This is an optimization exercise on Yosys and OpenROAD, whose aim is small area, not a production implementation. The RTL was checked by simulation tests, not by an equivalence proof against the original design. Power and IR drop assume default switching activity.

### flow/standard.sh
#!/bin/bash
# synth_recipe.tcl (not shown) runs the flow's synth.tcl, then flattens the netlist and writes it again
# the make line also repeats each setting of config.mk as NAME=value (left out here)
make -C /OpenROAD-flow-scripts/flow DESIGN_CONFIG=/design/flow/config.mk WORK_HOME=/design/flow/orfs CLKGATE_MAP_FILE= SYNTH_SCRIPT=/design/flow/synth_recipe.tcl "${@:-finish}"
### flow/flow/downsize.tcl
# Swap every combinational cell that synthesis gave a drive strength above
# the smallest to the smallest cell of the same function; later repair steps
# size up again wherever timing, slew or capacitance needs it.
set n 0
foreach inst [get_cells *] {
  set m [get_property $inst ref_name]
  if {![regexp {^(sky130_fd_sc_hd__[a-z0-9]+)_([0-9]+)$} $m -> base drv]} { continue }
  if {[regexp {df|dl|sdf|edf|conb|tap|fill|decap} $base]} { continue }
  set cur [get_lib_cells */$m]
  set best ""
  set best_area [get_property $cur area]
  foreach d {0 1 2} {
    if {$d >= $drv} { break }
    set cand [get_lib_cells -quiet */${base}_$d]
    if {$cand eq ""} { continue }
    if {[get_property $cand dont_use]} { continue }
    set a [get_property $cand area]
    if {$a < $best_area} { set best $cand; set best_area $a }
  }
  if {$best ne ""} {
    replace_cell $inst $best
    incr n
  }
}
puts "downsize: swapped $n cells to a smaller drive strength"
### flow/flow/run.sh
#!/bin/bash
# Standard synthesis, then the standard layout with two changes:
# combinational cells start at their smallest drive strength (downsize.tcl,
# after floorplan; later repair steps size up where timing, slew or
# capacitance need it), the port buffers are buf_1 cells, and each channel's
# pins are kept together (io.tcl).
set -euo pipefail
W=$(pwd)
bash standard.sh synth > "$W/synth.log" 2>&1
bash standard.sh \
  "POST_FLOORPLAN_TCL=$W/flow/downsize.tcl" \
  "BUFFER_PORTS_ARGS=-buffer_cell sky130_fd_sc_hd__buf_1" \
  "PLACE_PINS_ARGS=-min_distance 1 -min_distance_in_tracks" \
  "PRE_IO_PLACEMENT_TCL=$W/flow/io.tcl" \
  finish > "$W/layout.log" 2>&1
### flow/design.v
module vdc_cmp (a, nv, qn, y);
input  [9:0] a;
input  [9:0] nv;
input  qn;
output y;
wire [9:0] c;    
vdc_nand2 s0 (.a(a[0]), .b(nv[0]), .y(c[0]));    
vdc_stb  s1 (.a(a[1]), .b(nv[1]), .cn(c[0]), .y(c[1]));    
vdc_maj  s2 (.a(a[2]), .b(nv[2]), .c(c[1]), .y(c[2]));    
vdc_maj  s3 (.a(a[3]), .b(nv[3]), .c(c[2]), .y(c[3]));    
vdc_maj  s4 (.a(a[4]), .b(nv[4]), .c(c[3]), .y(c[4]));    
vdc_maj  s5 (.a(a[5]), .b(nv[5]), .c(c[4]), .y(c[5]));    
vdc_maj  s6 (.a(a[6]), .b(nv[6]), .c(c[5]), .y(c[6]));    
vdc_maj  s7 (.a(a[7]), .b(nv[7]), .c(c[6]), .y(c[7]));    
vdc_stc  s8 (.a(a[8]), .b(nv[8]), .c(c[7]), .y(c[8]));    
vdc_stb  s9 (.a(a[9]), .b(nv[9]), .cn(c[8]), .y(c[9]));    
assign y = ~(c[9] ^ qn);
endmodule
module vdc_stb (a, b, cn, y);
input a, b, cn;
output y;
wire np, ng;
vdc_nor2  u0 (.a(a), .b(b), .y(np));
vdc_nand2 u1 (.a(a), .b(b), .y(ng));
vdc_oai21 u2 (.a1(np), .a2(cn), .b1(ng), .y(y));
endmodule
module vdc_sta (a, b, c, y);
input a, b, c;
output y;
wire g, p;
vdc_and2  u0 (.a(a), .b(b), .y(g));
vdc_or2   u1 (.a(a), .b(b), .y(p));
vdc_oai21 u2 (.a1(c), .a2(g), .b1(p), .y(y));
endmodule
module vdc_and2 (a, b, y);
input a, b;
output y;
assign y = a & b;
endmodule
module vdc_or2 (a, b, y);
input a, b;
output y;
assign y = a | b;
endmodule
module vdc_stc (a, b, c, y);
input a, b, c;
output y;
wire g;
vdc_and2  u0 (.a(a), .b(b), .y(g));
vdc_oai22 u1 (.a1(c), .a2(g), .b1(a), .b2(b), .y(y));
endmodule
module vdc_oai22 (a1, a2, b1, b2, y);
input a1, a2, b1, b2;
output y;
assign y = ~((a1 | a2) & (b1 | b2));
endmodule
module vdc_maj (a, b, c, y);
input a, b, c;
output y;
assign y = (a & b) | (a & c) | (b & c);
endmodule
module vdc_nmaj (a, b, c, y);
input a, b, c;
output y;
vdc_aoi222 u0 (.a1(a), .a2(b), .b1(a), .b2(c), .c1(b), .c2(c), .y(y));
endmodule
module vdc_aoi222 (a1, a2, b1, b2, c1, c2, y);
input a1, a2, b1, b2, c1, c2;
output y;
assign y = ~((a1 & a2) | (b1 & b2) | (c1 & c2));
endmodule
module vdc_nand2 (a, b, y);
input a, b;
output y;
assign y = ~(a & b);
endmodule
module vdc_nor2 (a, b, y);
input a, b;
output y;
assign y = ~(a | b);
endmodule
module vdc_oai21 (a1, a2, b1, y);
input a1, a2, b1;
output y;
assign y = ~((a1 | a2) & b1);
endmodule
module P_HV_image (clk, reset, scalar, out_p);
input clk, reset;
input [1439:0] scalar;
output [143:0] out_p;
reg  [9:0] nv;
wire [9:0] n      = ~{nv[0],nv[1],nv[2],nv[3],nv[4],nv[5],nv[6],nv[7],nv[8],nv[9]};
wire [9:0] n_next = n + 10'd1;
always @(posedge clk)
    if (reset) nv <= 10'h3ff;
    else       nv <= ~{n_next[0],n_next[1],n_next[2],n_next[3],n_next[4],
                       n_next[5],n_next[6],n_next[7],n_next[8],n_next[9]};
reg  [143:0] qn;
genvar i;
generate
for (i = 0; i < 144; i = i + 1) begin : ch
    vdc_cmp   cmp (.a(scalar[10*i+9:10*i]), .nv(nv), .qn(qn[i]), .y(out_p[i]));
end
endgenerate
always @(posedge clk)
    qn <= ~(out_p & {144{~reset}});
endmodule
### flow/flow/io.tcl
# Keep each channel's pins together, in the order its logic uses them:
# scalar[10*i] .. scalar[10*i+9], then out_p[i].
for {set i 0} {$i < 144} {incr i} {
  set pins {}
  for {set b 0} {$b < 10} {incr b} {
    lappend pins "scalar\[[expr {10 * $i + $b}]\]"
  }
  lappend pins "out_p\[$i\]"
  set_io_pin_constraint -group -order -pin_names $pins
}
### flow/constraint.sdc
create_clock -name core_clock -period 6.0 [get_ports {clk}]
set_input_delay 1.2000 -clock core_clock [delete_from_list [all_inputs] [get_ports {clk}]]
set_output_delay 1.2000 -clock core_clock [all_outputs]
set_load 0.01 [all_outputs]
### flow/config.mk
export PLATFORM = sky130hd
export DESIGN_NAME = P_HV_image
export DESIGN_NICKNAME = P_HV_image
export VERILOG_FILES = /design/flow/design.v
export SDC_FILE = /design/flow/constraint.sdc
export NUM_CORES = 4
export LEC_CHECK = 0
export CAP_MARGIN = 20
export CELL_PAD_IN_SITES_DETAIL_PLACEMENT = 1
export CELL_PAD_IN_SITES_GLOBAL_PLACEMENT = 1
export CORE_AREA = 5 5 315 315
export CTS_BUF_LIST = sky130_fd_sc_hd__clkbuf_4 sky130_fd_sc_hd__clkbuf_8
export DIE_AREA = 0 0 320 320
export PLACE_DENSITY = 0.35
export SLEW_MARGIN = 20
export SYNTH_HIERARCHICAL = 1
export SYNTH_MINIMUM_KEEP_SIZE = 0
==> qor.yml, run 1 <==
yosys.area_share.simple_pct: 20.51
worst_pin_slew_ns: 1.009
place_ws_ns: 0.1369
syn_to_final_growth_pct: 37.64
cp_max_fo: 2
drive_gt1_share_pct: 2.699
drt_wl_total_mm: 144.0
leakage_nw: 8.117
total_power_mw: 4.086
grt_use_total_pct: 26.35
synth_xor_area_share_pct: 6.137
r2r_end: "qn[6]"
fin_util_pct: 30.14
ir_drop_uv: 156.8
cts.path.max_buffers: 2
synth_cell_types: 24
ys_warn_count: 7
drtIter0Drc: 1197
synth.net_count: 4096
globalplace.congestion: 0.9340
fp.dieArea_um2: 102400
vias: 27790
r2r-start: "nv[1]"
ys_seq_area_share_pct: 14.80
syn_area_um2: 20830
nets: 5728
min_period_ns: 5.810
die_h_um: 320
antenna_left: 0
clock_latency_ns: 0.55
cts_buffers: 17
grt_pass1_vias: 28300
route.detailed.drc: 0
synthAdderAreaFrac_pct: 46.76
dr.pass1.iters: 5
hold_viol: 0
setup_viol: 0
core-area_um2: 95150
worst_hold_path_type: "reg -> reg"
synth-compound-area-share_pct: 11.39
finalClockSkew_ns: 0.02293
crit_start: "scalar[751]"
root_buffer: "clkbuf_8"
max_cap_viol_count: 0
worst-r2r-setup-slack_ns: 1.87
critPathLaunchType: "input pin"
avgSynthCellArea_um2: 7.853
grt_overflow: 0
synth_top_family_by_area: "adder cells"
h-tree-depth: 4
cts_tree: "done"
fmax_ghz: 0.1721
portBuffers: 1585
pin_count: 1586
status: "complete, no violations"
cp-end-kind: "output pin"
required_ns: 4.80
clock_sinks: 154
max_slew_margin_pct: 32.72
antenna_found_initial: 218
clkSlewWorstSetupHoldPaths_ns: 0.10
cp-endpoint: "out_p[75]"
start_util_pct: 21.90
r2r_cells: 15
grt_pass1_wl_mm: 197.9
finalMaxSlewViolations: 0
avgViaCountPerCell: 4.834
ys_ff_latch: 154
cp.arrival_ns: 4.61
place_hpwl_mm: 116.1
power.density_nw_per_um2: 142.5
rows: 113
synthMuxAreaShare_pct: 0.04804
grt_max_degree: 112
layout_setup_ws_ns: 0.1901
synth_cells: 2653
routedWlPerCell_um: 25.04
die_x_um: 320
period_share_pct: 96.83
crit_type: "in -> out"
Yosys stat by module (local to each module, per instance), excerpt:
module      copies in the design  area [µm²]  cells inside
vdc_oai21                    288       5.005             1
vdc_cmp                      144       8.758             1
vdc_nor2                     288       3.754             1
vdc_and2                     144       6.256             1
P_HV_image                     1        3899           349
vdc_nand2                    432       3.754             1
vdc_maj                      864       11.26             1
vdc_oai22                    144       6.256             1
worst max-delay path, cell delays in order:
cell	delay (ns)
buf_1	0.11
nor2_1	0.09
o21ai_1	0.07
maj3_1	0.35
maj3_1	0.36
maj3_1	0.36
maj3_1	0.36
maj3_1	0.37
maj3_1	0.38
o22ai_1	0.22
o21ai_1	0.12
xnor2_1	0.26
buf_1	0.36
cell usage after synthesis:
library cell / instances / share of area, %
mux2i_1: 1 / 0.048
and2_1: 144 / 4.3
nand3_1: 5 / 0.12
or2_2: 1 / 0.030
maj3_2: 864 / 47
clkbuf_1: 16 / 0.29
or4_1: 2 / 0.072
ha_1: 1 / 0.060
or3_2: 2 / 0.072
or3_1: 3 / 0.090
nor4_1: 1 / 0.030
xnor2_1: 146 / 6.1
o31ai_1: 2 / 0.072
inv_1: 3 / 0.054
nor2_1: 289 / 5.2
o21ai_1: 288 / 6.9
or4b_4: 1 / 0.066
inv_2: 1 / 0.018
o21ai_0: 3 / 0.072
nor2b_1: 1 / 0.030
o22ai_1: 144 / 4.3
nor3_1: 1 / 0.024
dfxtp_1: 154 / 15
nand2_1: 580 / 10
routing by layer:
layer	track usage [%]	routed length [µm]	share of wire, %	vias to the layer above
li1	-	-	-	13000
met1	25.96	50020	35	12590
met2	38.81	61540	43	1490
met3	11.65	14100	9.8	655
met4	29.92	17950	12	54
met5	0.3241	340	0.24	-
repair_timing:
item                                   4_1_cts  5_1_grt
hold buffers                                 0        0
pin swaps                                    0        3
gates resized for setup                      4       32
endpoints found under the hold margin        0        0
setup endpoints to repair                   31       64
setup buffers                                2        7
area by class of cell:
type                       count  area, µm²
sequential                   154       3120
fill                       12530      66480
clock inverter                12      123.9
multi-input combinational   2479      16590
tap                         1265       1583
clock buffer                  20      262.8
antenna                      185      462.9
timing repair buffer        1629       6514
inverter                       4      20.02
through the flow:
step           std cells  hold WS, ns  setup TNS (ns)  instance area, µm²
2_1_floorplan       2653       0.5307               0               20850
3_3_place_gp        5522       0.4743               0               27680
3_5_place_dp        5522       0.4758               0               27680
4_1_cts             5556       0.5051               0               28100
5_1_grt             5730       0.5189        -0.02871               28630
6_report            5748       0.4964               0               28680
logic make-up after synthesis:
group,Yosys count
xor+xnor,146
buf+inv,20
compound gates,437
mux,1
simple gates,1030
flops,154
fa+ha+maj,865
flip-flops by register name, summed over array words and instances (netlist names):
register	flops
qn	144
nv	10
power by group:
| group | leakage (nW) | total, mW | switching [mW] | internal (mW) |
|---|---|---|---|---|
| clock network | 0.201 | 0.869 | 0.482 | 0.386 |
| registers | 1.29 | 1.29 | 0.110 | 1.18 |
| logic | 6.63 | 1.93 | 1.14 | 0.788 |
worst min-delay path by stage:
stage	start	cells after the start	slack, ns	to
after CTS	qn[53]	2	0.51	qn[53]
after global routing	qn[91]	2	0.52	qn[91]
final	qn[53]	2	0.50	qn[53]
after detailed placement	qn[53]	2	0.48	qn[53]
after global placement	qn[116]	2	0.47	qn[116]
after floorplan	qn[0]	2	0.53	qn[0]
placed cells by master, fill, tap and decap left out, types with 28 or more instances in the layout:
cell type	instances
nor2_1	289
maj3_1	864
xnor2_1	146
buf_1	1557
and2_1	144
diode_2	185
o22ai_1	144
o21ai_1	288
buf_4	28
dfxtp_1	144
nand2_1	580
==> run 2: changes to the inputs <==
--- a/flow/config.mk
+++ b/flow/config.mk
@@ -12,2 +12,4 @@
 export CTS_BUF_LIST = sky130_fd_sc_hd__clkbuf_4 sky130_fd_sc_hd__clkbuf_8
+export CTS_CLUSTER_DIAMETER = 120
+export CTS_CLUSTER_SIZE = 30
 export DIE_AREA = 0 0 320 320
==> run 2 against run 1 <==
Effect of this change:
- clock skew stayed put
- area after synthesis stayed put
- largest power group unchanged
- hold slack stayed put
- critical path depth stayed put
- critical path type unchanged
- worst setup slack stayed put
- first-iteration DRC count stayed put
- sequential power hardly changed
- clock power hardly changed
- highest routed layer unchanged
- non-clock buffer count stayed put
- cell area stayed put
==> qor.yml, run 2 <==
drive_gt1_share_pct: 2.699
ys_ff_latch: 154
finalClockSkew_ns: 0.02293
leakage_nw: 8.117
clock_latency_ns: 0.55
antenna_found_initial: 218
max_slew_margin_pct: 32.72
grt_max_degree: 112
cts_tree: "done"
synthFlopType: "dfxtp_1"
rows: 113
core-area_um2: 95150
critPathLaunchType: "input pin"
clock_sinks: 154
largest_register: "qn"
largest_register_ffs: 144
place_hpwl_mm: 116.1
grt_pass1_vias: 28300
required_ns: 4.80
critPathMaxStageDelay_ns: 0.38
routedWlPerCell_um: 25.04
layout_commonest_cell: "buf_1"
synth_xor_area_share_pct: 6.137
cp.arrival_ns: 4.61
drt_wl_total_mm: 144.0
hold_viol: 0
synth_cells: 2653
layout_setup_ws_ns: 0.1901
vias: 27790
worst_pin_slew_ns: 1.009
setup_viol: 0
clkSlewWorstSetupHoldPaths_ns: 0.10
cts.path.max_buffers: 2
period_share_pct: 96.83
most-common-layout-cells: "buf_1, maj3_1, nand2_1"
worst_hold_path_type: "reg -> reg"
h-tree-depth: 4
start_util_pct: 21.90
path_common_cell: "maj3_1"
syn_to_final_growth_pct: 37.64
tns_ns: 0
cp_max_fo: 2
grt_use_total_pct: 26.35
min_period_ns: 5.810
synthMostInstantiatedCell: "maj3_2"
synth_top_area_share_pct: 46.70
drtIter0Drc: 1197
synth_top_family_by_area: "adder cells"
die_h_um: 320
ir_drop_uv: 156.8
placed_area_um2: 27680
crit_type: "in -> out"
place_ws_ns: 0.1369
synth-compound-area-share_pct: 11.39
syn_area_um2: 20830
die_x_um: 320
fin_util_pct: 30.14
reg_top3: "qn x144, nv x10"
dr.pass1.iters: 5
synth.net_count: 4096
finalMaxSlewViolations: 0
globalplace.congestion: 0.9340
cts_buffers: 17
antenna_left: 0
synthAdderAreaFrac_pct: 46.76
grt_overflow: 0
portBuffers: 1585
synth_cell_types: 24
fp.dieArea_um2: 102400
avgSynthCellArea_um2: 7.853
power.density_nw_per_um2: 142.5
synth.area.top_cells: "maj3_2, dfxtp_1, nand2_1"
pin_count: 1586
synthMuxAreaShare_pct: 0.04804
status: "complete, no violations"
async_flop_share_pct: 0
cp-end-kind: "output pin"
avgViaCountPerCell: 4.834
yosys.area_share.simple_pct: 20.51
ys_warn_count: 7
grt_pass1_wl_mm: 197.9
ys_seq_area_share_pct: 14.80
route.detailed.drc: 0
finish.instance_area_um2: 28680
root_buffer: "clkbuf_8"
slowest_stage: "maj3_1"
synth-edff-count: 0
fmax_ghz: 0.1721
nets: 5728
max_cap_viol_count: 0
path_cells: "buf_1 -> nor2_1 -> o21ai_1 -> maj3_1 -> maj3_1 -> maj3_1 -> maj3_1 -> maj3_1 -> maj3_1 -> o22ai_1 -> o21ai_1 -> xnor2_1 -> buf_1"
synth_top_area_cell: "maj3_2"
synth_common_cells: "maj3_2, nand2_1, nor2_1"
==> run 2: layer usage <==
metal / vias up / track usage [%] / share of wire (%)
li1: 13000 / - / -
met1: 12590 / 25.96 / 35
met2: 1490 / 38.81 / 43
met3: 655 / 11.65 / 9.8
met4: 54 / 29.92 / 12
met5: - / 0.3241 / 0.24
==> run 2: layout make-up <==
cell class              count  area [µm²]
fillers                 12530       66480
diodes                    185       462.9
flip-flops and latches    154        3120
clock inverters            12       123.9
repair buffers           1629        6514
multi-input cells        2479       16590
clock buffers              20       262.8
inverters                   4       20.02
well taps                1265        1583
==> run 2: critical path, delay by kind of cell <==
family,cells,cell delay (ns)
buffers and inverters,2,0.47
XOR/XNOR,1,0.26
AO/OA/AOI/OAI,3,0.41
adder cells (fa/ha/maj),6,2.18
AND/OR/NAND/NOR,1,0.09
==> run 2: power breakdown <==
| part | internal, mW | total (mW) | switching [mW] |
|---|---|---|---|
| registers | 1.18 | 1.29 | 0.110 |
| logic | 0.788 | 1.93 | 1.14 |
| clock network | 0.386 | 0.869 | 0.482 |
==> run 2: final timing paths <==
| path | to | start | cells after the start | slack (ns) |
|---|---|---|---|---|
| setup reg to reg | qn[6] | nv[1] | 15 | 1.87 |
| setup / recovery | out_p[75] | scalar[751] | 13 | 0.19 |
| hold / removal | qn[53] | qn[53] | 2 | 0.50 |
| hold reg to reg | qn[53] | qn[53] | 2 | 0.50 |
==> run 2: per-module statistics from Yosys (local to each module, per instance), excerpt <==
module	copies in the design	area (µm²)
P_HV_image	1	3899
vdc_maj	864	11.26
vdc_cmp	144	8.758
vdc_and2	144	6.256
vdc_oai22	144	6.256
vdc_oai21	288	5.005
vdc_nand2	432	3.754
vdc_nor2	288	3.754
==> run 2: logic make-up (layout without fill, tap and decap cells) <==
family / count (synthesis) / after routing
multiplexers: 1 / 1
XOR/XNOR: 146 / 146
AO/OA/AOI/OAI: 437 / 437
other: 0 / 185
flip-flops: 154 / 154
buffers and inverters: 20 / 1665
adder cells (fa/ha/maj): 865 / 865
AND/OR/NAND/NOR: 1030 / 1030
==> run 2: stage by stage <==
| step | hold slack [ns] | total power, mW | cells |
|---|---|---|---|
| final | 0.4964 | 4.086 | 5748 |
| after global routing | 0.5189 | 4.399 | 5730 |
| after CTS | 0.5051 | 4.119 | 5556 |
| after detailed placement | 0.4758 | 3.198 | 5522 |
| after global placement | 0.4743 | 3.189 | 5522 |
| after floorplan | 0.5307 | 2.286 | 2653 |
==> run 2: repair_timing <==
item | 4_1_cts | 5_1_grt
setup buffers | 2 | 7
pin swaps | 0 | 3
hold buffers | 0 | 0
resized for setup | 4 | 32
endpoints found under the setup margin | 31 | 64
==> run 3: changes to the inputs <==
--- a/flow/flow/run.sh
+++ b/flow/flow/run.sh
@@ -4,4 +4,5 @@
 # after floorplan; later repair steps size up where timing, slew or
-# capacitance need it), the port buffers are buf_1 cells, and each channel's
-# pins are kept together (io.tcl).
+# capacitance need it), the port buffers are buf_1 cells, each channel's
+# pins are kept together (io.tcl), and clock tree synthesis adds no dummy
+# loads.
 set -euo pipefail
@@ -14,2 +15,3 @@
   "PRE_IO_PLACEMENT_TCL=$W/flow/io.tcl" \
+  "CTS_ARGS=-sink_clustering_enable -repair_clock_nets -dont_use_dummy_load -buf_list {sky130_fd_sc_hd__clkbuf_4 sky130_fd_sc_hd__clkbuf_8}" \
   finish > "$W/layout.log" 2>&1
--- a/flow/config.mk
+++ b/flow/config.mk
@@ -12,4 +12,2 @@
 export CTS_BUF_LIST = sky130_fd_sc_hd__clkbuf_4 sky130_fd_sc_hd__clkbuf_8
-export CTS_CLUSTER_DIAMETER = 120
-export CTS_CLUSTER_SIZE = 30
 export DIE_AREA = 0 0 320 320
==> run 3 against run 2 <==
Effect of this change:
- still clean
- critical path depth unchanged
- clock skew increased by 0.0033 ns
- utilization decreased by 0.16 points
==> qor.yml, run 3 <==
status: "complete, no violations"
r2r-start: "nv[1]"
power.density_nw_per_um2: 136.6
largest_register: "qn"
min_from: "qn[9]"
cts_tree: "done"
pin_count: 1586
rsz0062_at_grt: "true"
async_flop_share_pct: 0
ys_warn_count: 7
drt_wl_total_mm: 144.2
worst_hold_path_type: "reg -> reg"
layout_commonest_cell: "buf_1"
place_hpwl_mm: 116.1
synthFlopType: "dfxtp_1"
ys_seq_area_share_pct: 14.80
crit_type: "in -> out"
root_buffer: "clkbuf_8"
required_ns: 4.80
fmax_ghz: 0.1726
placed_area_um2: 27680
clkSlewWorstSetupHoldPaths_ns: 0.06
syn_area_um2: 20830
synth_top_area_cell: "maj3_2"
clock_latency_ns: 0.55
finalClockSkew_ns: 0.02626
synthMostInstantiatedCell: "maj3_2"
start_util_pct: 21.90
avgViaCountPerCell: 4.824
grt_pass1_wl_mm: 198.1
path_cells: "buf_1 -> nor2_1 -> o21ai_1 -> maj3_1 -> maj3_1 -> maj3_1 -> maj3_1 -> maj3_1 -> maj3_1 -> o22ai_1 -> o21ai_1 -> xnor2_1 -> buf_1"
h-tree-depth: 4
antenna_found_initial: 216
cp-end-kind: "output pin"
fp.dieArea_um2: 102400
nets: 5726
finalMaxSlewViolations: 0
cts.path.max_buffers: 2
grt_use_total_pct: 26.39
max_slew_margin_pct: 31.91
slowest_stage: "maj3_1"
crit_start: "scalar[751]"
ctsHoldBuffers: 0
vias: 27670
cp_max_fo: 2
setup_viol: 0
synth_cell_types: 24
antenna_left: 0
period_share_pct: 96.55
min_period_ns: 5.793
synth_common_cells: "maj3_2, nand2_1, nor2_1"
routedWlPerCell_um: 25.14
route.detailed.drc: 0
synth_top_area_share_pct: 46.70
grt_pass1_vias: 28290
synth.net_count: 4096
clock_sinks: 154
reg_top3: "qn x144, nv x10"
dr.pass1.iters: 5
synth_cells: 2653
finish.instance_area_um2: 28520
ir_drop_uv: 160.4
die_x_um: 320
grt_max_degree: 112
rows: 113
drive_gt1_share_pct: 2.242
ys_ff_latch: 154
worst-r2r-setup-slack_ns: 1.90
critPathMaxStageDelay_ns: 0.38
hold_ws_ns: 0.4941
die_h_um: 320
grt_overflow: 0
leakage_nw: 8.022
worst_pin_slew_ns: 1.021
portBuffers: 1585
cp.arrival_ns: 4.59
avgSynthCellArea_um2: 7.853
cts_buffers: 17
synth-edff-count: 0
synth.area.top_cells: "maj3_2, dfxtp_1, nand2_1"
tns_ns: 0
hold_viol: 0
globalplace.congestion: 0.9340
critPathLaunchType: "input pin"
drtIter0Drc: 1304
path_common_cell: "maj3_1"
max_cap_viol_count: 0
fin_util_pct: 29.97
most-common-layout-cells: "buf_1, maj3_1, nand2_1"
largest_register_ffs: 144
core-area_um2: 95150
syn_to_final_growth_pct: 36.88
fillers: 12530
-- run 3: cell counts after synthesis --
No cell type changed its count.
-- run 3: path summary, 6_finish.rpt --
path / to / cells after the start
worst min-delay path: qn[9] / 2
worst min register to register: qn[9] / 2
worst max register to register: qn[48] / 15
worst max-delay path: out_p[75] / 13
-- run 3: critical path, delay by kind of cell --
family | cells | cell delay [ns]
compound gates | 3 | 0.40
buf+inv | 2 | 0.46
fa+ha+maj | 6 | 2.18
xor+xnor | 1 | 0.25
simple gates | 1 | 0.09
-- run 3: area by class of cell --
| type | count | area, µm² | share of cell area [%] |
|---|---|---|---|
| Sequential cell | 154 | 3120 | 10.94 |
| Multi-Input combinational cell | 2479 | 16590 | 58.17 |
| Clock buffer | 17 | 234.0 | 0.8204 |
| Inverter | 4 | 20.02 | 0.07019 |
| Timing Repair Buffer | 1627 | 6497 | 22.78 |
| Antenna cell | 190 | 475.5 | 1.667 |
| Tap cell | 1265 | 1583 | 5.550 |
-- run 3: per-module statistics from Yosys, one instance, submodules excluded, excerpt --
| module | cells | cell area [µm²] | flops+latches |
|---|---|---|---|
| vdc_and2 | 1 | 6.256 | 0 |
| vdc_oai22 | 1 | 6.256 | 0 |
| vdc_oai21 | 1 | 5.005 | 0 |
| P_HV_image | 349 | 3899 | 154 |
| vdc_maj | 1 | 11.26 | 0 |
| vdc_cmp | 1 | 8.758 | 0 |
| vdc_nand2 | 1 | 3.754 | 0 |
| vdc_nor2 | 1 | 3.754 | 0 |
-- run 3: per-layer routing --
layer	track usage [%]	wire, µm	vias to the layer above
met2	39.02	61490	1455
met4	29.57	18090	52
met5	0.3241	356	-
met1	26.06	50330	12550
li1	-	-	12980
met3	11.62	13930	633
-- run 3: cells by family (layout without fill, tap and decap cells) --
group | Yosys count | in the layout | synth area share (%)
AO/OA/AOI/OAI | 437 | 437 | 11.39
XOR/XNOR | 146 | 146 | 6.137
adder cells (fa/ha/maj) | 865 | 865 | 46.76
buffers and inverters | 20 | 1648 | 0.3603
flip-flops | 154 | 154 | 14.80
multiplexers | 1 | 1 | 0.04804
other | 0 | 190 | 0
AND/OR/NAND/NOR | 1030 | 1030 | 20.51
-- run 3: power by group --
group          internal, mW  switching, mW  total, mW
registers              1.18          0.110       1.29
clock network         0.250          0.428      0.678
logic                 0.785           1.14       1.93
total                  2.21           1.68       3.90
-- run 3: repair_timing --
action	in CTS	in global routing
buffers inserted	2	5
pin swaps	0	1
gates cloned	0	0
endpoints found under the setup margin	27	61
resized for setup	3	33
-- run 3: per-stage QoR --
step	worst slack [ns]	cells	power, mW
6_report	0.2069	5736	3.895
5_1_grt	-0.03614	5712	4.208
4_1_cts	0.01611	5541	3.927
3_5_place_dp	0.1369	5522	3.198
3_3_place_gp	0.1546	5522	3.189
2_1_floorplan	0.03411	2653	2.286
==> run 4: changes to the inputs <==
--- a/flow/design.v
+++ b/flow/design.v
@@ -14,5 +14,5 @@
 vdc_maj  s7 (.a(a[7]), .b(nv[7]), .c(c[6]), .y(c[7]));    
-vdc_stc  s8 (.a(a[8]), .b(nv[8]), .c(c[7]), .y(c[8]));    
-vdc_stb  s9 (.a(a[9]), .b(nv[9]), .cn(c[8]), .y(c[9]));    
-assign y = ~(c[9] ^ qn);
+vdc_maj  s8 (.a(a[8]), .b(nv[8]), .c(c[7]), .y(c[8]));    
+vdc_stc  s9 (.a(a[9]), .b(nv[9]), .c(c[8]), .y(c[9]));    
+assign y = c[9] ^ qn;    
 endmodule
--- a/flow/flow/run.sh
+++ b/flow/flow/run.sh
@@ -4,3 +4,4 @@
 # after floorplan; later repair steps size up where timing, slew or
-# capacitance need it), the port buffers are buf_1 cells, each channel's
+# capacitance need it), the input port buffers are buf_1 cells and the output
+# ones buf_2 (outbuf.tcl), each channel's
 # pins are kept together (io.tcl), and clock tree synthesis adds no dummy
@@ -12,3 +13,4 @@
   "POST_FLOORPLAN_TCL=$W/flow/downsize.tcl" \
-  "BUFFER_PORTS_ARGS=-buffer_cell sky130_fd_sc_hd__buf_1" \
+  "PRE_GLOBAL_PLACE_TCL=$W/flow/outbuf.tcl" \
+  "BUFFER_PORTS_ARGS=-inputs -buffer_cell sky130_fd_sc_hd__buf_1" \
   "PLACE_PINS_ARGS=-min_distance 1 -min_distance_in_tracks" \
==> flow/flow/outbuf.tcl (new file) <==
# Buffer the outputs with buf_2 cells; the inputs get buf_1 cells from the
# standard buffer_ports call that follows (BUFFER_PORTS_ARGS -inputs).
buffer_ports -outputs -buffer_cell sky130_fd_sc_hd__buf_2
--- a/flow/config.mk
+++ b/flow/config.mk
@@ -13,3 +13,3 @@
 export DIE_AREA = 0 0 320 320
-export PLACE_DENSITY = 0.35
+export PLACE_DENSITY = 0.5
 export SLEW_MARGIN = 20
==> run 4 against run 3 <==
Effect of this change:
- still clean
- clock-buffer cell count did not move
- sequential power barely moved
- critical path depth rose by 1
- fmax fell by 1.1%
- via count fell by 3.6%
- flip-flop and latch count did not move
- first-iteration DRC count fell by 22%
- highest routed layer unchanged
==> qor.yml, run 4 <==
die_x_um: 320
synth-edff-count: 0
cp-endpoint: "out_p[36]"
synth_cells: 2365
drt_wl_total_mm: 134.3
root_buffer: "clkbuf_8"
status: "complete, no violations"
worstHoldPathCells: 2
globalplace.congestion: 0.9165
worst-r2r-setup-slack_ns: 1.71
synthFlopType: "dfxtp_1"
max_cap_viol_count: 0
rsz0062_at_grt: "true"
clock_sinks: 154
fp.dieArea_um2: 102400
h-tree-depth: 4
max_slew_margin_pct: 29.42
drive_gt1_share_pct: 9.338
synth_top_area_cell: "maj3_2"
die_h_um: 320
nets: 5418
critPathMaxStageDelay_ns: 0.40
grt_pass1_vias: 26580
synth_cell_types: 25
path_cells: "buf_12 -> buf_16 -> nor2_1 -> o21ai_1 -> maj3_1 -> maj3_1 -> maj3_1 -> maj3_1 -> maj3_1 -> maj3_1 -> maj3_1 -> o22ai_2 -> xor2_1 -> buf_4"
largest_register_ffs: 144
r2r_end: "qn[6]"
syn_area_um2: 20650
hold_ws_ns: 0.4815
hold_viol: 0
worst_pin_slew_ns: 1.059
r2r-start: "nv[1]"
required_ns: 4.80
cts_tree: "done"
vias: 26670
cts_buffers: 17
total_power_mw: 3.971
synth_top_area_share_pct: 54.96
cp_max_fo: 13
crit_type: "reg -> out"
async_flop_share_pct: 0
avgSynthCellArea_um2: 8.734
cp.arrival_ns: 4.66
cp-end-kind: "output pin"
cts.path.max_buffers: 2
antenna_found_initial: 199
ys_warn_count: 7
pin_count: 1586
clock_latency_ns: 0.59
largest_register: "qn"
syn_to_final_growth_pct: 44.58
min_period_ns: 5.860
most-common-layout-cells: "buf_1, maj3_1, nand2_1"
setup_viol: 0
clkSlewWorstSetupHoldPaths_ns: 0.08
path_delay_family: "adder cells"
ys_seq_area_share_pct: 14.93
synth_common_cells: "maj3_2, nand2_1, dfxtp_1"
grt_use_total_pct: 23.29
reg_top3: "qn x144, nv x10"
avgViaCountPerCell: 4.904
finalMaxSlewViolations: 0
start_util_pct: 21.71
layout_commonest_cell: "buf_1"
grt_pass1_wl_mm: 176.7
slowest_stage: "maj3_1"
dr.pass1.iters: 5
grt_overflow: 0
route.detailed.drc: 0
finalClockSkew_ns: 0.02603
crit_start: "nv[1]"
path_buf_inv: 3
worst_hold_path_type: "reg -> reg"
antenna_left: 0
fmax_ghz: 0.1707
drtIter0Drc: 1019
r2r_cells: 14
portBuffers: 1585
path_depth: 14
place_hpwl_mm: 98.82
critPathLaunchType: "flop"
grt_max_degree: 148
power.density_nw_per_um2: 133.0
tns_ns: 0
synth.net_count: 3808
rows: 113
leakage_nw: 8.372
period_share_pct: 97.66
core-area_um2: 95150
ys_ff_latch: 154
synth.area.top_cells: "maj3_2, dfxtp_1, nand2_1"
routedWlPerCell_um: 24.70
synthMostInstantiatedCell: "maj3_2"
path_common_cell: "maj3_1"
ir_drop_uv: 178.2
[run 4: timing repair]
action / in CTS / in global routing
buffers inserted: 5 / 17
gates resized for setup: 7 / 185
hold buffers: 0 / 0
pin swaps: 0 / 65
endpoints found under the setup margin: 123 / 123
gates cloned: 0 / 12
[run 4: logic make-up (layout without fill, tap and decap cells)]
family / count (synthesis) / after routing / synth area share (%)
multiplexers: 1 / 1 / 0.04846
AO/OA/AOI/OAI: 293 / 293 / 7.996
AND/OR/NAND/NOR: 742 / 742 / 15.46
XOR/XNOR: 146 / 146 / 6.191
other: 0 / 200 / 0
flip-flops: 154 / 154 / 14.93
buffers and inverters: 20 / 1628 / 0.3635
adder cells (fa/ha/maj): 1009 / 1009 / 55.02
[run 4: power by group]
part | total [mW] | switching, mW | internal (mW)
combinational | 1.99 | 1.08 | 0.909
clock | 0.699 | 0.450 | 0.250
sequential | 1.28 | 0.0996 | 1.18
[run 4: metrics by stage]
step / setup WS (ns) / cells / area [µm²] / utilization [%]
after floorplan: 0.1448 / 2365 / 20670 / -
after global routing: -0.09151 / 5427 / 29840 / 31.36
after CTS: -0.03769 / 5207 / 27910 / 29.33
after global placement: 0.2182 / 5185 / 27560 / 28.97
final: 0.1404 / 5438 / 29860 / 31.39
after detailed placement: 0.1724 / 5185 / 27560 / 28.97
[run 4: final cells by class]
| type | count | area, µm² |
|---|---|---|
| fillers | 12200 | 65290 |
| multi-input cells | 2191 | 17210 |
| repair buffers | 1607 | 7194 |
| flip-flops and latches | 154 | 3120 |
| well taps | 1265 | 1583 |
| diodes | 200 | 500.5 |
| clock buffers | 17 | 234.0 |
| inverters | 4 | 20.02 |
[run 4: how the worst min path moves through the flow]
stage	from	to	slack, ns
2_1_floorplan	qn[0]	qn[0]	0.51
3_3_place_gp	qn[120]	qn[120]	0.47
3_5_place_dp	qn[41]	qn[41]	0.47
4_1_cts	qn[41]	qn[41]	0.50
5_1_grt	qn[120]	qn[120]	0.52
6_report	qn[41]	qn[41]	0.48
[run 4: modules after synthesis, one instance, submodules excluded, a selection]
module / flops+latches / cells / cell area [µm²] / copies in the design
vdc_oai21: 0 / 1 / 5.005 / 144
P_HV_image: 154 / 349 / 3899 / 1
vdc_cmp: 0 / 1 / 8.758 / 144
vdc_nor2: 0 / 1 / 3.754 / 144
vdc_and2: 0 / 1 / 6.256 / 144
vdc_nand2: 0 / 1 / 3.754 / 288
vdc_oai22: 0 / 1 / 6.256 / 144
vdc_maj: 0 / 1 / 11.26 / 1008
[run 4: routing by layer]
layer	wire [µm]	vias to the layer above	GRT usage [%]	part of all wire, %
met5	143	-	0	0.11
met1	46270	12330	22.19	34
met2	59200	1576	35.20	44
li1	-	12020	-	-
met3	12420	727	10.07	9.2
met4	16310	16	26.92	12
[run 4: tightest hold or removal path: cells and delay by family, from the launching register on]
kind | cells | cell delay, ns
flops | 1 | 0.33
xor+xnor | 1 | 0.07
simple gates | 1 | 0.06
==> run 5: changes to the inputs <==
--- a/flow/design.v
+++ b/flow/design.v
@@ -8,11 +8,11 @@
 vdc_stb  s1 (.a(a[1]), .b(nv[1]), .cn(c[0]), .y(c[1]));    
-vdc_maj  s2 (.a(a[2]), .b(nv[2]), .c(c[1]), .y(c[2]));    
-vdc_maj  s3 (.a(a[3]), .b(nv[3]), .c(c[2]), .y(c[3]));    
-vdc_maj  s4 (.a(a[4]), .b(nv[4]), .c(c[3]), .y(c[4]));    
-vdc_maj  s5 (.a(a[5]), .b(nv[5]), .c(c[4]), .y(c[5]));    
-vdc_maj  s6 (.a(a[6]), .b(nv[6]), .c(c[5]), .y(c[6]));    
-vdc_maj  s7 (.a(a[7]), .b(nv[7]), .c(c[6]), .y(c[7]));    
-vdc_maj  s8 (.a(a[8]), .b(nv[8]), .c(c[7]), .y(c[8]));    
-vdc_stc  s9 (.a(a[9]), .b(nv[9]), .c(c[8]), .y(c[9]));    
-assign y = c[9] ^ qn;    
+vdc_maj  s2 (.a(c[1]), .b(a[2]), .c(nv[2]), .y(c[2]));    
+vdc_maj  s3 (.a(c[2]), .b(a[3]), .c(nv[3]), .y(c[3]));    
+vdc_maj  s4 (.a(c[3]), .b(a[4]), .c(nv[4]), .y(c[4]));    
+vdc_maj  s5 (.a(c[4]), .b(a[5]), .c(nv[5]), .y(c[5]));    
+vdc_maj  s6 (.a(c[5]), .b(a[6]), .c(nv[6]), .y(c[6]));    
+vdc_maj  s7 (.a(c[6]), .b(a[7]), .c(nv[7]), .y(c[7]));    
+vdc_stc  s8 (.a(a[8]), .b(nv[8]), .c(c[7]), .y(c[8]));    
+vdc_stb  s9 (.a(a[9]), .b(nv[9]), .cn(c[8]), .y(c[9]));    
+assign y = ~(c[9] ^ qn);
 endmodule
@@ -24,3 +24,3 @@
 vdc_nand2 u1 (.a(a), .b(b), .y(ng));
-vdc_oai21 u2 (.a1(np), .a2(cn), .b1(ng), .y(y));
+vdc_oai21 u2 (.a1(cn), .a2(np), .b1(ng), .y(y));
 endmodule
@@ -49,3 +49,3 @@
 vdc_and2  u0 (.a(a), .b(b), .y(g));
-vdc_oai22 u1 (.a1(c), .a2(g), .b1(a), .b2(b), .y(y));
+vdc_oai22 u1 (.a1(a), .a2(b), .b1(c), .b2(g), .y(y));
 endmodule
==> flow/flow/run.sh (replaced) <==
#!/bin/bash
# Standard synthesis, then the standard layout with these changes:
# combinational cells start at their smallest drive strength (downsize.tcl,
# after floorplan; later repair steps size up where timing, slew or
# capacitance need it), the port buffers are buf_1 cells, each channel's
# pins are kept together (io.tcl), and clock tree synthesis adds no dummy
# loads.
set -euo pipefail
W=$(pwd)
bash standard.sh synth > "$W/synth.log" 2>&1
bash standard.sh \
  "POST_FLOORPLAN_TCL=$W/flow/downsize.tcl" \
  "BUFFER_PORTS_ARGS=-buffer_cell sky130_fd_sc_hd__buf_1" \
  "PLACE_PINS_ARGS=-min_distance 1 -min_distance_in_tracks" \
  "PRE_IO_PLACEMENT_TCL=$W/flow/io.tcl" \
  "CTS_ARGS=-sink_clustering_enable -repair_clock_nets -dont_use_dummy_load -buf_list {sky130_fd_sc_hd__clkbuf_4 sky130_fd_sc_hd__clkbuf_8}" \
  finish > "$W/layout.log" 2>&1
--- a/flow/config.mk
+++ b/flow/config.mk
@@ -13,3 +13,3 @@
 export DIE_AREA = 0 0 320 320
-export PLACE_DENSITY = 0.5
+export PLACE_DENSITY = 0.35
 export SLEW_MARGIN = 20
removed: flow/flow/outbuf.tcl
==> run 5 against run 4 <==
Effect of this change:
- still clean
- sequential power about the same
- non-clock buffer count increased by 14
- hold slack improved by 0.013 ns
- routed wire length increased by 8.4%
- critical endpoint is now out_p[31]
==> qor.yml, run 5 <==
hold_ws_ns: 0.4945
met2_length_mm: 62.69
pin_count: 1586
worst-r2r-setup-slack_ns: 2.02
leakage_nw: 8.131
hold_viol: 0
nets: 5720
start_util_pct: 21.90
clock_latency_ns: 0.56
dr.pass1.iters: 5
fillers: 12600
die_h_um: 320
largest_register_ffs: 144
synth_common_cells: "maj3_2, nand2_1, nor2_1"
critPathLaunchType: "flop"
placed_area_um2: 27710
globalplace.congestion: 0.9434
ys_seq_area_share_pct: 14.80
drive_gt1_share_pct: 1.708
grt_pass1_vias: 27800
syn_area_um2: 20830
setup_viol: 0
drt_wl_total_mm: 145.7
portBuffers: 1585
cp.arrival_ns: 4.55
largest_register: "qn"
synthMostInstantiatedCell: "maj3_2"
worst_hold_path_type: "reg -> reg"
worst_pin_slew_ns: 1.005
layout_commonest_cell: "buf_1"
cts_buffers: 17
cp_max_fo: 76
crit_type: "reg -> out"
root_buffer: "clkbuf_8"
synth.area.top_cells: "maj3_2, dfxtp_1, nand2_1"
finalClockSkew_ns: 0.03959
place_hpwl_mm: 119.1
rsz0062_at_grt: "false"
reg_top3: "qn x144, nv x10"
clock_sinks: 154
min_period_ns: 5.754
most-common-layout-cells: "buf_1, maj3_1, nand2_1"
antenna_found_initial: 211
grt_max_degree: 149
top_layer_used: "met5"
async_flop_share_pct: 0
die_x_um: 320
ir_drop_uv: 114.2
ys_ff_latch: 154
clkSlewWorstSetupHoldPaths_ns: 0.10
avgSynthCellArea_um2: 7.853
place_ws_ns: 0.3854
rows: 113
finish.instance_area_um2: 28450
synth_top_area_share_pct: 46.70
met1_length_mm: 50.35
synth.net_count: 4096
required_ns: 4.80
synth_top_area_cell: "maj3_2"
ys_warn_count: 7
layout_setup_ws_ns: 0.2460
fp.dieArea_um2: 102400
grt_use_total_pct: 26.63
drtIter0Drc: 1148
period_share_pct: 95.90
core-area_um2: 95150
cp-end-kind: "output pin"
synth-edff-count: 0
syn_to_final_growth_pct: 36.55
fmax_ghz: 0.1738
max_cap_viol_count: 0
max_slew_margin_pct: 32.98
route.detailed.drc: 0
synthFlopType: "dfxtp_1"
finalMaxSlewViolations: 0
avgViaCountPerCell: 4.798
route.met3.wl_mm: 14.17
vias: 27530
h-tree-depth: 4
synth_cell_types: 24
cts_tree: "done"
power.density_nw_per_um2: 136.5
grt_overflow: 0
routedWlPerCell_um: 25.38
tns_ns: 0
status: "complete, no violations"
synth_cells: 2653
grt_pass1_wl_mm: 199.2
cts.path.max_buffers: 2
antenna_left: 0
## run 5: cell types whose count changed after synthesis
cell     before  now
xnor2_1       2  146
xor2_1      144    0
maj3_2     1008  864
o21ai_1     144  288
nand2_1     436  580
nor2_1      145  289
## run 5: metal layers
layer	vias to the layer above	GRT usage (%)
met5	-	0
met4	36	30.45
met3	614	11.94
met2	1452	39.53
met1	12520	25.84
li1	12910	-
## run 5: logic make-up after synthesis
| family | share of synthesized area (%) |
|---|---|
| flops | 14.80 |
| mux | 0.04804 |
| fa+ha+maj | 46.76 |
| simple gates | 20.51 |
| xor+xnor | 6.137 |
| buf+inv | 0.3603 |
| compound gates | 11.39 |
## run 5: power breakdown
part           switching (mW)  internal [mW]
Clock                   0.419          0.249
Sequential              0.108           1.18
Combinational            1.16          0.766
Total                    1.69           2.20
## run 5: worst paths after layout
kind                            startpoint        end  depth (start not counted)
worst min-delay path                qn[27]     qn[27]                          2
worst max-delay path                 nv[0]  out_p[31]                         13
worst max register to register       nv[0]      qn[9]                         13
worst min register to register      qn[27]     qn[27]                          2
## run 5: metrics by stage
step	utilization [%]	instances	power, mW
final	29.90	5739	3.884
after global routing	29.84	5716	4.186
after global placement	29.12	5523	3.207
after CTS	29.37	5540	3.934
after floorplan	-	2653	2.264
after detailed placement	29.12	5523	3.217
## run 5: timing repair
item,4_1_cts,5_1_grt
hold endpoints to repair,0,0
setup endpoints to repair,0,8
resized for setup,0,8
buffers inserted,0,0
hold buffers,0,0
## run 5: per-module statistics from Yosys (local to each module, per instance), excerpt
module | cell area (µm²) | copies in the design | cells inside | flops+latches
P_HV_image | 3899 | 1 | 349 | 154
vdc_and2 | 6.256 | 144 | 1 | 0
vdc_cmp | 8.758 | 144 | 1 | 0
vdc_maj | 11.26 | 864 | 1 | 0
vdc_nand2 | 3.754 | 432 | 1 | 0
vdc_nor2 | 3.754 | 288 | 1 | 0
vdc_oai21 | 5.005 | 288 | 1 | 0
vdc_oai22 | 6.256 | 144 | 1 | 0
## run 5: final cells by class
cell class | count | area (µm²) | area share (%)
multi-input cells | 2479 | 16590 | 58.31
clock buffers | 17 | 234.0 | 0.8224
inverters | 4 | 20.02 | 0.07037
repair buffers | 1621 | 6405 | 22.51
well taps | 1265 | 1583 | 5.563
flip-flops and latches | 154 | 3120 | 10.97
diodes | 199 | 498.0 | 1.750
## run 5: critical path, cell delays in order, from the launching register on
cell and delay (ns):
dfxtp_4 0.45, buf_12 0.21, nand2_1 0.18, o21ai_1 0.08
maj3_1 0.34, maj3_1 0.34, maj3_1 0.34, maj3_1 0.34
maj3_1 0.37, maj3_1 0.40, o22ai_1 0.15, o21ai_1 0.10
xnor2_1 0.19, buf_1 0.33
==> run 6: changes to the inputs <==
--- a/flow/design.v
+++ b/flow/design.v
@@ -14,5 +14,5 @@
 vdc_maj  s7 (.a(c[6]), .b(a[7]), .c(nv[7]), .y(c[7]));    
-vdc_stc  s8 (.a(a[8]), .b(nv[8]), .c(c[7]), .y(c[8]));    
-vdc_stb  s9 (.a(a[9]), .b(nv[9]), .cn(c[8]), .y(c[9]));    
-assign y = ~(c[9] ^ qn);
+vdc_maj  s8 (.a(c[7]), .b(a[8]), .c(nv[8]), .y(c[8]));    
+vdc_stc  s9 (.a(a[9]), .b(nv[9]), .c(c[8]), .y(c[9]));    
+assign y = c[9] ^ qn;    
 endmodule
==> run 6 against run 5 <==
Effect of this change:
- clock-buffer cell count unchanged
- still clean
- fmax shrank 1.9%
- utilization increased by 0.11 points
- clock power up 3%
==> qor.yml, run 6 <==
status: "complete, no violations"
drt_wl_total_mm: 159.0
route.met3.wl_mm: 15.03
path_common_cell: "maj3_1"
routedWlPerCell_um: 29.05
syn_to_final_growth_pct: 38.27
path_delay_family: "adder cells"
critPathMaxStageDelay_ns: 0.44
synth_top_family_by_area: "adder cells"
worst_hold_path_type: "reg -> reg"
place_hpwl_mm: 122.4
fp.dieArea_um2: 102400
reg_top3: "qn x144, nv x10"
grt_overflow: 0
synth_top_area_cell: "maj3_2"
root_buffer: "clkbuf_8"
cp.arrival_ns: 4.67
required_ns: 4.80
top_layer_used: "met5"
cts_buffers: 17
max_slew_margin_pct: 32.97
ir_drop_uv: 147.0
ys_ff_latch: 154
syn_area_um2: 20650
path_depth: 14
cp_max_fo: 33
rsz0062_at_grt: "true"
synthMuxAreaShare_pct: 0.04846
placed_area_um2: 27290
path_buf_inv: 3
cp-end-kind: "output pin"
clock_sinks: 154
drtIter0Drc: 1402
power.density_nw_per_um2: 137.9
synth-compound-area-share_pct: 7.996
synth_common_cells: "maj3_2, nand2_1, dfxtp_1"
yosys.area_share.simple_pct: 15.46
grt_max_degree: 119
drive_gt1_share_pct: 4.485
avgSynthCellArea_um2: 8.734
start_util_pct: 21.71
core-area_um2: 95150
hold_viol: 0
fmax_ghz: 0.1704
largest_register: "qn"
cts.path.max_buffers: 2
dr.pass1.iters: 15
die_h_um: 320
ctsHoldBuffers: 0
finalClockSkew_ns: 0.03503
met2_length_mm: 70.00
setup_viol: 0
synth.area.top_cells: "maj3_2, dfxtp_1, nand2_1"
cts_tree: "done"
min_from: "qn[87]"
synth-edff-count: 0
path_cells: "buf_16 -> buf_6 -> nor2_1 -> o21ai_1 -> maj3_1 -> maj3_1 -> maj3_1 -> maj3_1 -> maj3_1 -> maj3_1 -> maj3_1 -> o22ai_1 -> xor2_1 -> buf_4"
met1_length_mm: 53.35
r2r-start: "nv[1]"
h-tree-depth: 4
r2r_end: "qn[127]"
antenna_left: 0
period_share_pct: 97.80
whs_endpoint: "qn[87]"
synth_xor_area_share_pct: 6.191
hold_ws_ns: 0.4802
critPathLaunchType: "flop"
worst-r2r-setup-slack_ns: 1.80
max_cap_viol_count: 0
synth_cell_types: 25
async_flop_share_pct: 0
route.detailed.drc: 0
r2r_cells: 15
globalplace.congestion: 1.021
grt_use_total_pct: 29.12
pin_count: 1586
crit_start: "nv[1]"
clock_latency_ns: 0.56
slowest_stage: "dfxtp_4"
grt_pass1_wl_mm: 214.9
grt_pass1_vias: 28560
nets: 5458
ys_warn_count: 7
clkSlewWorstSetupHoldPaths_ns: 0.10
synthMostInstantiatedCell: "maj3_2"
antenna_found_initial: 224
ys_seq_area_share_pct: 14.93
avgViaCountPerCell: 4.988
finalMaxSlewViolations: 0
most-common-layout-cells: "buf_1, maj3_1, nand2_1"
min_period_ns: 5.868
leakage_nw: 8.087
synth.net_count: 3808
synthFlopType: "dfxtp_1"
layout_commonest_cell: "buf_1"
finish.instance_area_um2: 28560
synth_cells: 2365
synth_top_area_share_pct: 54.96
worst_pin_slew_ns: 1.005
largest_register_ffs: 144
die_x_um: 320
crit_type: "reg -> out"
worstHoldPathCells: 2
portBuffers: 1585
synthAdderAreaFrac_pct: 55.02
rows: 113
vias: 27300
## run 6: through the flow
step                      setup WS [ns]  utilization, %  setup TNS [ns]  std cells  total power, mW
after CTS                     -0.002431           29.08       -0.002431       5258            3.855
after detailed placement        0.09269           28.68               0       5235            3.112
final                            0.1323           30.01               0       5473            3.937
after global placement           0.1300           28.68               0       5235            3.086
after global routing           -0.04781           29.93         -0.2332       5443            4.197
after floorplan                 0.09064               -               0       2365            2.188
## run 6: worst register-to-register path, cell delays in order (launching register included)
cell and delay [ns]:
dfxtp_4 0.44, buf_12 0.16, bufbuf_16 0.31, nor2_1 0.13, o21ai_1 0.08, maj3_1 0.33, maj3_1 0.34, maj3_1 0.34
maj3_1 0.35, maj3_1 0.34, maj3_1 0.34, maj3_1 0.34, o22ai_1 0.15, xor2_1 0.21, buf_4 0.14, nand2_1 0.05
## run 6: how the worst max path moves through the flow
| stage | to | slack, ns |
|---|---|---|
| 2_1_floorplan | out_p[0] | 0.09 |
| 3_3_place_gp | out_p[114] | 0.13 |
| 3_5_place_dp | out_p[114] | 0.09 |
| 4_1_cts | out_p[77] | -0.002 |
| 5_1_grt | out_p[78] | -0.05 |
| 6_report | out_p[86] | 0.13 |
## run 6: cell type report
cell class	instances	area [µm²]
antenna	195	488.0
clock buffer	17	234.0
fill	12230	66590
inverter	4	20.02
multi-input combinational	2191	16300
sequential	154	3120
tap	1265	1583
timing repair buffer	1647	6812
## run 6: kinds of logic after synthesis
logic type	Yosys count
AO/OA/AOI/OAI	293
XOR/XNOR	146
adder cells (fa/ha/maj)	1009
buffers and inverters	20
flip-flops	154
multiplexers	1
AND/OR/NAND/NOR	742
## run 6: what timing repair did
item / CTS / global route
setup endpoints to repair: 57 / 100
endpoints found under the hold margin: 0 / 0
gates cloned: 1 / 0
pin swaps: 0 / 18
buffers inserted: 5 / 20
resized for setup: 20 / 119
## run 6: per-module statistics from Yosys (local to each module, per instance), excerpt
module	cell area, µm²	times used
vdc_oai22	6.256	144
vdc_nor2	3.754	144
vdc_cmp	8.758	144
vdc_and2	6.256	144
vdc_nand2	3.754	288
P_HV_image	3899	1
vdc_oai21	5.005	144
vdc_maj	11.26	1008
## run 6: layer usage
metal  vias up  global-route usage (%)
li1      12100                       -
met1     12700                   27.47
met2      1664                   43.77
met3       772                   13.70
met4        64                   33.02
met5         -                  0.7870
## run 6: report_power, final
part	internal (mW)	switching [mW]	total, mW
clock network	0.250	0.437	0.687
logic	0.782	1.19	1.97
registers	1.18	0.0993	1.28
==> run 7: changes to the inputs <==
--- a/flow/config.mk
+++ b/flow/config.mk
@@ -13,3 +13,3 @@
 export DIE_AREA = 0 0 320 320
-export PLACE_DENSITY = 0.35
+export PLACE_DENSITY = 0.55
 export SLEW_MARGIN = 20
==> run 7 against run 6 <==
Effect of this change:
- still clean on timing, DRC and antenna
- hold slack gained 0.0015 ns
- global-route usage shrank 6.7 points
- die area is the same
- via count shrank 4.6%
- critical endpoint is now out_p[66]
==> qor.yml, run 7 <==
largest_register: "qn"
cp_max_fo: 150
rows: 113
grt_pass1_wl_mm: 172.2
antenna_left: 0
clock_latency_ns: 0.55
die_h_um: 320
grt_use_total_pct: 22.38
finalClockSkew_ns: 0.05167
portBuffers: 1585
synth_cells: 2365
core-area_um2: 95150
finalMaxSlewViolations: 0
cts_tree: "done"
place_hpwl_mm: 95.63
path_depth: 13
required_ns: 4.80
slowest_stage: "dfxtp_4"
cts.path.max_buffers: 2
synth_cell_types: 25
cp.arrival_ns: 4.69
period_share_pct: 98.19
cp-end-kind: "output pin"
synth.area.top_cells: "maj3_2, dfxtp_1, nand2_1"
path_cells: "buf_12 -> nor2_1 -> o21ai_1 -> maj3_1 -> maj3_1 -> maj3_1 -> maj3_1 -> maj3_1 -> maj3_1 -> maj3_1 -> o22ai_1 -> xor2_1 -> buf_1"
grt_overflow: 0
pin_count: 1586
start_util_pct: 21.71
synth_top_area_share_pct: 54.96
drive_gt1_share_pct: 2.134
grt_pass1_vias: 26540
fmax_ghz: 0.1697
largest_register_ffs: 144
synthMostInstantiatedCell: "maj3_2"
path_common_cell: "maj3_1"
tns_ns: 0
synth.net_count: 3808
reg_top3: "qn x144, nv x10"
ys_warn_count: 7
route.detailed.drc: 0
power.density_nw_per_um2: 132.1
max_cap_viol_count: 0
syn_to_final_growth_pct: 35.41
ys_ff_latch: 154
h-tree-depth: 4
layout_commonest_cell: "buf_1"
avgSynthCellArea_um2: 8.734
grt_max_degree: 153
worstHoldPathCells: 2
max_slew_margin_pct: 25.60
clock_sinks: 154
drtIter0Drc: 1107
globalplace.congestion: 0.9574
antenna_found_initial: 156
dr.pass1.iters: 22
rsz0062_at_grt: "true"
setup_viol: 0
fillers: 12450
path_buf_inv: 2
leakage_nw: 7.697
most-common-layout-cells: "buf_1, maj3_1, nand2_1"
critPathMaxStageDelay_ns: 0.37
synthFlopType: "dfxtp_1"
synth-edff-count: 0
avgViaCountPerCell: 4.813
critPathLaunchType: "flop"
r2r_cells: 13
ys_seq_area_share_pct: 14.93
synth_common_cells: "maj3_2, nand2_1, dfxtp_1"
syn_area_um2: 20650
async_flop_share_pct: 0
routedWlPerCell_um: 22.99
nets: 5429
worst_hold_path_type: "reg -> reg"
clkSlewWorstSetupHoldPaths_ns: 0.07
synth_top_area_cell: "maj3_2"
ctsHoldBuffers: 0
fin_util_pct: 29.39
path_delay_family: "adder cells"
fp.dieArea_um2: 102400
min_period_ns: 5.891
crit_type: "reg -> out"
vias: 26040
drt_wl_total_mm: 124.4
status: "complete, no violations"
hold_viol: 0
worst_pin_slew_ns: 1.116
root_buffer: "clkbuf_8"
cts_buffers: 17
ir_drop_uv: 138.8
die_x_um: 320
==> run 7: cell counts after synthesis <==
Identical to the previous run, type by type.
==> run 7: metrics by stage <==
| stage | setup WS, ns | hold WS (ns) | instances | power [mW] | instance area (µm²) |
|---|---|---|---|---|---|
| 5_1_grt | -0.1356 | 0.5021 | 5397 | 3.981 | 27940 |
| 3_3_place_gp | 0.3254 | 0.4622 | 5229 | 2.967 | 27230 |
| 2_1_floorplan | 0.09064 | 0.5066 | 2365 | 2.188 | 20670 |
| 6_report | 0.1087 | 0.4817 | 5410 | 3.695 | 27970 |
| 4_1_cts | 0.004698 | 0.4887 | 5247 | 3.729 | 27480 |
| 3_5_place_dp | 0.2730 | 0.4663 | 5229 | 2.993 | 27230 |
==> run 7: Yosys stat by module (local to each module, per instance), excerpt <==
module / cell area [µm²] / cells inside / copies in the design / flip-flops and latches
P_HV_image: 3899 / 349 / 1 / 154
vdc_maj: 11.26 / 1 / 1008 / 0
vdc_cmp: 8.758 / 1 / 144 / 0
vdc_and2: 6.256 / 1 / 144 / 0
vdc_oai22: 6.256 / 1 / 144 / 0
vdc_oai21: 5.005 / 1 / 144 / 0
vdc_nand2: 3.754 / 1 / 288 / 0
vdc_nor2: 3.754 / 1 / 144 / 0
==> run 7: cells by family after synthesis <==
group | synth area share [%]
fa+ha+maj | 55.02
flops | 14.93
simple gates | 15.46
buf+inv | 0.3635
xor+xnor | 6.191
mux | 0.04846
compound gates | 7.996
==> run 7: metal layers <==
metal / vias up / track usage [%] / share of wire [%]
met5: - / 0.6019 / 0.096
met4: 8 / 24.46 / 12
met3: 636 / 9.561 / 9.4
met2: 1538 / 32.94 / 43
met1: 11870 / 22.62 / 36
li1: 11980 / - / -
==> run 7: worst register-to-register path, cell delays in order, from the launching register on <==
cell,delay [ns]
dfxtp_4,0.37
buf_12,0.23
nor2_1,0.44
o21ai_1,0.09
maj3_1,0.33
maj3_1,0.33
maj3_1,0.35
maj3_1,0.34
maj3_1,0.34
maj3_1,0.35
maj3_1,0.34
o22ai_1,0.14
xor2_1,0.23
nand2_1,0.07
==> run 7: worst paths after layout <==
kind	start	endpoint	slack [ns]
worst max-delay path	nv[1]	out_p[66]	0.11
worst min-delay path	qn[58]	qn[58]	0.48
worst max register to register	nv[1]	qn[66]	1.88
worst min register to register	qn[58]	qn[58]	0.48
==> run 7: layout make-up <==
class                      count  area, µm²  share of cell area (%)
antenna                      161      402.9                   1.440
clock buffer                  17      234.0                  0.8365
inverter                       4      20.02                 0.07158
multi-input combinational   2191      16230                   58.03
sequential                   154       3120                   11.16
tap                         1265       1583                   5.659
timing repair buffer        1618       6377                   22.80
==> run 7: report_power, final <==
part           total (mW)  leakage [nW]  switching, mW  internal [mW]
combinational        1.74          6.28           1.03          0.710
sequential           1.28          1.29         0.0968           1.18
clock               0.671         0.123          0.421          0.250
==> run 7: timing repair <==
item                                    in CTS  in global routing
endpoints found under the setup margin       6                 89
setup buffers                                1                  2
gates resized for setup                      0                 32
==> run 8: changes to the inputs <==
--- a/flow/config.mk
+++ b/flow/config.mk
@@ -10,6 +10,6 @@
 export CELL_PAD_IN_SITES_GLOBAL_PLACEMENT = 1
-export CORE_AREA = 5 5 315 315
+export CORE_AREA = 5 5 295 295
 export CTS_BUF_LIST = sky130_fd_sc_hd__clkbuf_4 sky130_fd_sc_hd__clkbuf_8
-export DIE_AREA = 0 0 320 320
-export PLACE_DENSITY = 0.55
+export DIE_AREA = 0 0 300 300
+export PLACE_DENSITY = 0.6
 export SLEW_MARGIN = 20
==> run 8 against run 7 <==
Effect of this change:
- global-route usage is 2.0 points higher
- die area is 12% lower
- flip-flop and latch count stayed put
- worst setup slack better by 0.011 ns
- highest routed layer unchanged
- synthesized cell count stayed put
- total power is 0.56% higher
- clock power is 2% lower
- critical path depth stayed put
- largest cell class unchanged
- fmax is 0.19% higher
- combinational power is 2% higher
- area after synthesis stayed put
==> qor.yml, run 8 <==
syn_area_um2: 20650
clock_sinks: 154
met2_length_mm: 48.12
route.detailed.drc: 0
finalMaxSlewViolations: 0
synth_cells: 2365
core-area_um2: 83560
min_from: "qn[33]"
required_ns: 4.80
clock_latency_ns: 0.54
synthAdderAreaFrac_pct: 55.02
synth.net_count: 3808
worst-r2r-setup-slack_ns: 1.78
reg_top3: "qn x144, nv x10"
drtIter0Drc: 1305
setup_viol: 0
cts_buffers: 17
tns_ns: 0
synth_xor_area_share_pct: 6.191
whs_endpoint: "qn[33]"
synthMuxAreaShare_pct: 0.04846
crit_start: "nv[0]"
drt_wl_total_mm: 118.8
cp-end-kind: "output pin"
met1_length_mm: 45.34
grt_max_degree: 137
syn_to_final_growth_pct: 34.13
avgSynthCellArea_um2: 8.734
ys_ff_latch: 154
layout_setup_ws_ns: 0.1198
die_x_um: 300
switching_share_pct: 42.20
power_frac_comb_pct: 47.9
p_int_mw: 2.148
fp.dieArea_um2: 90000
cts_tree: "done"
layout_commonest_cell: "buf_1"
largest_register: "qn"
r2r-start: "nv[0]"
r2r_end: "qn[128]"
antenna_found_initial: 123
hold_viol: 0
h-tree-depth: 4
ctsHoldBuffers: 0
worstHoldPathCells: 2
synth-edff-count: 0
cp_max_fo: 71
cts.path.max_buffers: 2
ys_warn_count: 7
leakage_nw: 7.744
routedWlPerCell_um: 22.90
start_util_pct: 24.72
ys_seq_area_share_pct: 14.93
cp.arrival_ns: 4.68
fillers: 10960
nets: 5425
async_flop_share_pct: 0
largest_register_ffs: 144
switching_power_mw: 1.568
finalClockSkew_ns: 0.05171
yosys.area_share.simple_pct: 15.46
vias: 25860
synth_top_family_by_area: "adder cells"
min_period_ns: 5.880
crit_type: "reg -> out"
pwr-share-clk_pct: 17.7
place_ws_ns: 0.2185
fmax_ghz: 0.1701
synth.area.top_cells: "maj3_2, dfxtp_1, nand2_1"
most-common-layout-cells: "buf_1, maj3_1, nand2_1"
grt_use_total_pct: 24.41
synth_common_cells: "maj3_2, nand2_1, dfxtp_1"
worst_hold_path_type: "reg -> reg"
grt_overflow: 0
synthFlopType: "dfxtp_1"
synthMostInstantiatedCell: "maj3_2"
pin_count: 1586
status: "complete, no violations"
clkSlewWorstSetupHoldPaths_ns: 0.07
synth_top_area_share_pct: 54.96
sequentialPowerShare_pct: 34.4
worst_pin_slew_ns: 0.9960
synth_cell_types: 25
rows: 106
synth-compound-area-share_pct: 7.996
grt_pass1_wl_mm: 165.7
drive_gt1_share_pct: 2.261
r2r_cells: 14
antenna_left: 0
critPathLaunchType: "flop"
max_cap_viol_count: 0
ir_drop_uv: 136.4
period_share_pct: 98.00
power.density_nw_per_um2: 134.1
max_slew_margin_pct: 33.60
top_layer_used: "met5"
route.met3.wl_mm: 12.74
synth_top_area_cell: "maj3_2"
avgViaCountPerCell: 4.986
grt_pass1_vias: 26040
die_h_um: 300
root_buffer: "clkbuf_8"
globalplace.congestion: 0.9481
place_hpwl_mm: 91.03
dr.pass1.iters: 5
portBuffers: 1585
-- run 8: cell counts after synthesis --
Identical to the previous run, type by type.
-- run 8: routing by layer --
metal	vias to the layer above	GRT usage [%]
met1	11780	26.92
met5	-	0
met3	552	10.85
li1	11940	-
met2	1576	35.06
met4	14	22.21
-- run 8: repair_timing --
| action | CTS | global route |
|---|---|---|
| resized for setup | 0 | 38 |
| buffers inserted | 0 | 1 |
| setup endpoints to repair | 0 | 31 |
-- run 8: kinds of logic (layout without fill, tap and decap cells) --
family,Yosys count,count (layout)
muxes,1,1
DFF,154,154
AOI/OAI and AO/OA,293,293
adders and majority gates,1009,1009
xor gates and xnor gates,146,146
and+or+nand+nor,742,742
buffers and inverters,20,1635
other,0,126
-- run 8: how the worst max path moves through the flow --
stage / to / cells after the start / slack [ns]
finish: out_p[135] / 13 / 0.12
global route: out_p[112] / 13 / -0.03
global placement: out_p[130] / 13 / 0.29
detailed placement: out_p[130] / 13 / 0.22
CTS: out_p[140] / 13 / 0.05
floorplan: out_p[0] / 11 / 0.09
-- run 8: modules after synthesis (local to each module, per instance), excerpt --
module,cell area (µm²),flops+latches,cells inside,times used
P_HV_image,3899,154,349,1
vdc_and2,6.256,0,1,144
vdc_cmp,8.758,0,1,144
vdc_maj,11.26,0,1,1008
vdc_nand2,3.754,0,1,288
vdc_nor2,3.754,0,1,144
vdc_oai21,5.005,0,1,144
vdc_oai22,6.256,0,1,144
-- run 8: metrics by stage --
step / cell area [µm²] / instances / hold WS (ns) / util [%] / power (mW)
final: 27710 / 5186 / 0.4804 / 33.16 / 3.716
after floorplan: 20670 / 2365 / 0.5066 / - / 2.188
after CTS: 27330 / 5059 / 0.4883 / 32.71 / 3.717
after detailed placement: 27090 / 5042 / 0.4681 / 32.43 / 2.995
after global routing: 27670 / 5172 / 0.5054 / 33.12 / 3.991
after global placement: 27090 / 5042 / 0.4618 / 32.43 / 2.963
-- run 8: worst max-delay path, stage by stage, from the launching register on --
cell and delay, ns:
dfxtp_4 0.45, buf_12 0.21, nand2_1 0.16, o21ai_1 0.07
maj3_1 0.32, maj3_1 0.33, maj3_1 0.34, maj3_1 0.33
maj3_1 0.33, maj3_1 0.35, maj3_1 0.34, o22ai_1 0.18
xor2_1 0.21, buf_1 0.33
-- run 8: power by group through the flow --
stage | combinational, mW | clock [mW] | sequential [mW]
3_3_place_gp | 1.66 | 0 | 1.31
6_report | 1.78 | 0.657 | 1.28
3_5_place_dp | 1.69 | 0 | 1.31
5_1_grt | 1.94 | 0.748 | 1.30
4_1_cts | 1.70 | 0.731 | 1.28
2_1_floorplan | 0.850 | 0 | 1.34
-- run 8: cell type report --
type | instances | area (µm²) | share of cell area (%)
flip-flops and latches | 154 | 3120 | 11.26
well taps | 1080 | 1351 | 4.877
inverters | 4 | 20.02 | 0.07226
repair buffers | 1614 | 6422 | 23.18
clock buffers | 17 | 234.0 | 0.8445
diodes | 126 | 315.3 | 1.138
multi-input cells | 2191 | 16240 | 58.62

## re-timing with driven ports
In the flow no input, the clock included, has a driving cell. The finished layouts below were timed again as built, in two steps. Step 1 assumes that a clkbuf_16 drives the clock port and a buf_2 every other input. Step 2, shift: input delay + t, output delay - t, t = (earliest + latest rising clock arrival at the registers) / 2. This alone moves slack from input paths to output paths. Three values: no drivers, after step 1, after step 2; two values: the first two.
run | shift t [ns] | setup slack, ns
run 1 | 0.601 | 0.190 / 0.147 / 0.147
run 2 | 0.601 | 0.190 / 0.147 / 0.147
run 3 | 0.599 | 0.207 / 0.148 / 0.148
run 4 | 0.638 | 0.140 / 0.081 / 0.142
run 5 | 0.606 | 0.246 / 0.179 / 0.258
run 6 | 0.597 | 0.132 / 0.068 / 0.068
run 7 | 0.576 | 0.109 / 0.052 / 0.183
run 8 | 0.574 | 0.120 / 0.064 / 0.183
After both steps every run listed still meets setup and hold.
